Context: an optimization exercise on an open-source flow, tuned for small area, a short achievable clock period and few clock cycles per item. The choices shown serve that exercise and are no tape-out recipe.

// inv
module inv #(parameter WIDTH = 256)
   (
   input  wire               clk,
   input  wire               reset_n,
   input  wire               start_inv,
   input  wire [WIDTH - 1:0] a,
   input  wire [WIDTH - 1:0] P,
   output wire               done_inv,
   output wire [WIDTH:0]     result
   );
Size: roughly 1,000 flip-flops, ~770 I/O pins, about 85,000 um2 of cells after synthesis.
==> module inv, before the edit <==
module inv #(parameter WIDTH = 256)
   (
   input  wire               clk,
   input  wire               reset_n,
   input  wire               start_inv,
   input  wire [WIDTH - 1:0] a,
   input  wire [WIDTH - 1:0] P,
   output wire               done_inv,
   output wire [WIDTH:0]     result
   );
   reg  [255:0] U, V, CV;
   reg  [256:0] CU;
   reg  [9:0]   cnt;
   reg          busy, ph2, done, sig;
   assign done_inv = done;
   assign result   = CU;
   wire         load = start_inv & ~busy & ~done;
   wire [254:0] x = U[255:1];
   wire [254:0] y = V[255:1];
   wire         ge, eq_unused;
   wire [254:0] dm;
   inv_csub u_csub (.x(x), .y(y), .ge(ge), .eq(eq_unused), .d(dm));
   wire         even = ~U[0];
   wire         fin  = ~even & ~(|x) & ~(|y);
   wire [1:0]   m = ph2  ? 2'd0 :
                    even ? (U[1] ? 2'd0 : U[2] ? 2'd1 : U[3] ? 2'd2 : 2'd3) :
                    (x[0] ^ y[0]) ? 2'd0 : (x[1] ^ y[1]) ? 2'd1 :
                    (x[2] ^ y[2]) ? 2'd2 : 2'd3;
   wire [254:0] z  = even ? x : dm;
   wire [254:0] zs = (m == 2'd0) ? z : (m == 2'd1) ? {1'b0, z[254:1]} :
                     (m == 2'd2) ? {2'b0, z[254:2]} : {3'b0, z[254:3]};
   wire         swp = ~even & ~ge & ~ph2;
   wire [256:0] sum;
   wire         sge;
   wire [256:0] sumv;
   inv_add u_add (.a(CU), .b({ph2, CV}), .ci(ph2), .fi(fin), .s(sum), .sv(sumv), .co(sge));
   wire [256:0] zc  = (swp | (fin & sig)) ? {1'b0, CV} : CU;
   wire [256:0] zcs = (m == 2'd0) ? {zc[255:0], 1'b0} :
                      (m == 2'd1) ? {zc[254:0], 2'b0} :
                      (m == 2'd2) ? {zc[253:0], 3'b0} : {zc[252:0], 4'b0};
   wire [9:0] cnt_n = cnt + (fin ? 10'd1 : {8'd0, m} + 10'd1);
   always @(posedge clk or negedge reset_n) begin
      if (!reset_n) begin
         busy <= 1'b0;
         done <= 1'b0;
         ph2  <= 1'b0;
         sig  <= 1'b0;
         cnt  <= 10'd0;
      end else if (!start_inv) begin
         busy <= 1'b0;
         done <= 1'b0;
      end else if (load) begin
         busy <= 1'b1;
         ph2  <= 1'b0;
         sig  <= 1'b1;
         cnt  <= 10'd0;
      end else if (busy) begin
         cnt <= cnt_n;
         if (fin)
            ph2 <= 1'b1;
         if (swp)
            sig <= ~sig;
         if (cnt_n[9]) begin
            busy <= 1'b0;
            done <= 1'b1;
         end
      end else begin
         done <= 1'b0;
      end
   end
   always @(posedge clk) begin
      U  <= load ? a : {1'b0, zs};
      if (load | swp)
         V <= load ? P : U;
      CU <= load ? 257'd0 : (ph2 & sge) ? {sum[255:0], 1'b0} :
            fin ? {zc[255:0], 1'b0} : zcs;
      if (load | (busy & ~ph2 & ~even))
         CV <= load ? 256'd1 : sumv[255:0];
   end
endmodule
clock: 10.0 ns
lec_check: 0
cap_margin: 20
cell_pad_in_sites_detail_placement: 1
cell_pad_in_sites_global_placement: 2
core_margin: 2
core_utilization: 40
setup_slack_margin: 5
slew_margin: 20
tns_end_percent: 5
standard.sh (not shown) runs the stock make flow with config.mk's settings and CLKGATE_MAP_FILE= SYNTH_SCRIPT=/design/flow/synth_recipe.tcl, a recipe that flattens the netlist after the stock synthesis.
==> flow/flow/run.sh <==
#!/bin/bash
# The standard layout (the standard.sh, all steps), except that the
# input and output ports are buffered with the smallest buffer cell.
set -euo pipefail
bash standard.sh 'BUFFER_PORTS_ARGS=-buffer_cell sky130_fd_sc_hd__buf_1' finish > standard_flow.log 2>&1
The first run finished clean.
Edit:
--- a/flow/design.v
+++ b/flow/design.v
@@ -21,21 +21,32 @@
    wire [254:0] dm;
    inv_csub u_csub (.x(x), .y(y), .ge(ge), .eq(eq_unused), .d(dm));
    wire         even = ~U[0];
    wire         fin  = ~even & ~(|x) & ~(|y);
-   wire [1:0]   m = ph2  ? 2'd0 :
-                    even ? (U[1] ? 2'd0 : U[2] ? 2'd1 : U[3] ? 2'd2 : 2'd3) :
-                    (x[0] ^ y[0]) ? 2'd0 : (x[1] ^ y[1]) ? 2'd1 :
-                    (x[2] ^ y[2]) ? 2'd2 : 2'd3;
+   wire [15:0]  ctop = CU[256:241];
+   wire [255:0] pm   = ~CV;                     
+   wire [15:0]  ptop = {1'b0, pm[255:241]};
+   wire         gtp  = ctop > ptop;             
+   wire [15:0]  wtop = gtp ? ctop - ptop : ctop;
+   wire         lt1  = wtop < {2'b0, pm[255:242]};
+   wire         lt2  = wtop < {3'b0, pm[255:243]};
+   wire         lt3  = wtop < {4'b0, pm[255:244]};
+   wire [1:0]   jw   = lt3 ? 2'd3 : lt2 ? 2'd2 : lt1 ? 2'd1 : 2'd0;
+   wire [1:0]   jl   = (cnt[8:2] != 7'h7f) ? 2'd3 : ~cnt[1:0];    
+   wire [1:0]   j2   = (jw < jl) ? jw : jl;
+   wire [1:0]   mu = even ? (U[1] ? 2'd0 : U[2] ? 2'd1 : U[3] ? 2'd2 : 2'd3) :
+                     (x[0] ^ y[0]) ? 2'd0 : (x[1] ^ y[1]) ? 2'd1 :
+                     (x[2] ^ y[2]) ? 2'd2 : 2'd3;
+   wire [1:0]   m  = ph2 ? j2 : mu;
    wire [254:0] z  = even ? x : dm;
-   wire [254:0] zs = (m == 2'd0) ? z : (m == 2'd1) ? {1'b0, z[254:1]} :
-                     (m == 2'd2) ? {2'b0, z[254:2]} : {3'b0, z[254:3]};
+   wire [254:0] zs = (mu == 2'd0) ? z : (mu == 2'd1) ? {1'b0, z[254:1]} :
+                     (mu == 2'd2) ? {2'b0, z[254:2]} : {3'b0, z[254:3]};
    wire         swp = ~even & ~ge & ~ph2;
    wire [256:0] sum;
    wire         sge;
    wire [256:0] sumv;
    inv_add u_add (.a(CU), .b({ph2, CV}), .ci(ph2), .fi(fin), .s(sum), .sv(sumv), .co(sge));
-   wire [256:0] zc  = (swp | (fin & sig)) ? {1'b0, CV} : CU;
+   wire [256:0] zc  = (ph2 & sge) ? sum : (swp | (fin & sig)) ? {1'b0, CV} : CU;
    wire [256:0] zcs = (m == 2'd0) ? {zc[255:0], 1'b0} :
                       (m == 2'd1) ? {zc[254:0], 2'b0} :
                       (m == 2'd2) ? {zc[253:0], 3'b0} : {zc[252:0], 4'b0};
    wire [9:0] cnt_n = cnt + (fin ? 10'd1 : {8'd0, m} + 10'd1);
@@ -71,10 +82,9 @@
    always @(posedge clk) begin
       U  <= load ? a : {1'b0, zs};
       if (load | swp)
          V <= load ? P : U;
-      CU <= load ? 257'd0 : (ph2 & sge) ? {sum[255:0], 1'b0} :
-            fin ? {zc[255:0], 1'b0} : zcs;
+      CU <= load ? 257'd0 : fin ? {zc[255:0], 1'b0} : zcs;
       if (load | (busy & ~ph2 & ~even))
          CV <= load ? 256'd1 : sumv[255:0];
    end
 endmodule
Outcome: Wire length came out higher by a little under a tenth; die area goes up by a few percent; via count climbs by a little under a tenth; flip-flop and latch count does not change; core utilization fell by 0.90 points; register-to-register slack got worse by 1.6 ns; synthesized cell count rises by roughly a tenth; final area went up by a few percent; setup slack is worse by 1.6 ns.
No run of this note included a check of the RTL's function; only the layout flow was run.

port drivers added, routing unchanged:
In the flow no input, the clock included, has a driving cell. The finished layouts below were timed again as built, in two steps.
Step 1 assumes that a clkbuf_16 drives the clock port and a buf_2 every other input.
Step 2 also shifts input and output timing later by t, the mid clock arrival at the registers, as if the neighbouring blocks saw the same clock.
Slacks: ideal / step 1 / step 2; pairs: ideal / step 1.
run	t, ns	slack for setup (ns)	worst hold slack (ns)	latest minus earliest clock arrival (ns)	cell pins on the clock port's net
the first run	0.914	4.812 / 4.812 / 4.161	0.493 / 0.493 / 0.493	0.030 / 0.030	1
the second run	0.897	3.190 / 3.190 / 3.190	0.494 / 0.494 / 0.494	0.037 / 0.037	1
After both steps setup and hold are still met in every run listed. The setup slack of the first run, which loses most, moves by 0.000 ns with the drivers and by -0.651 ns with both steps.
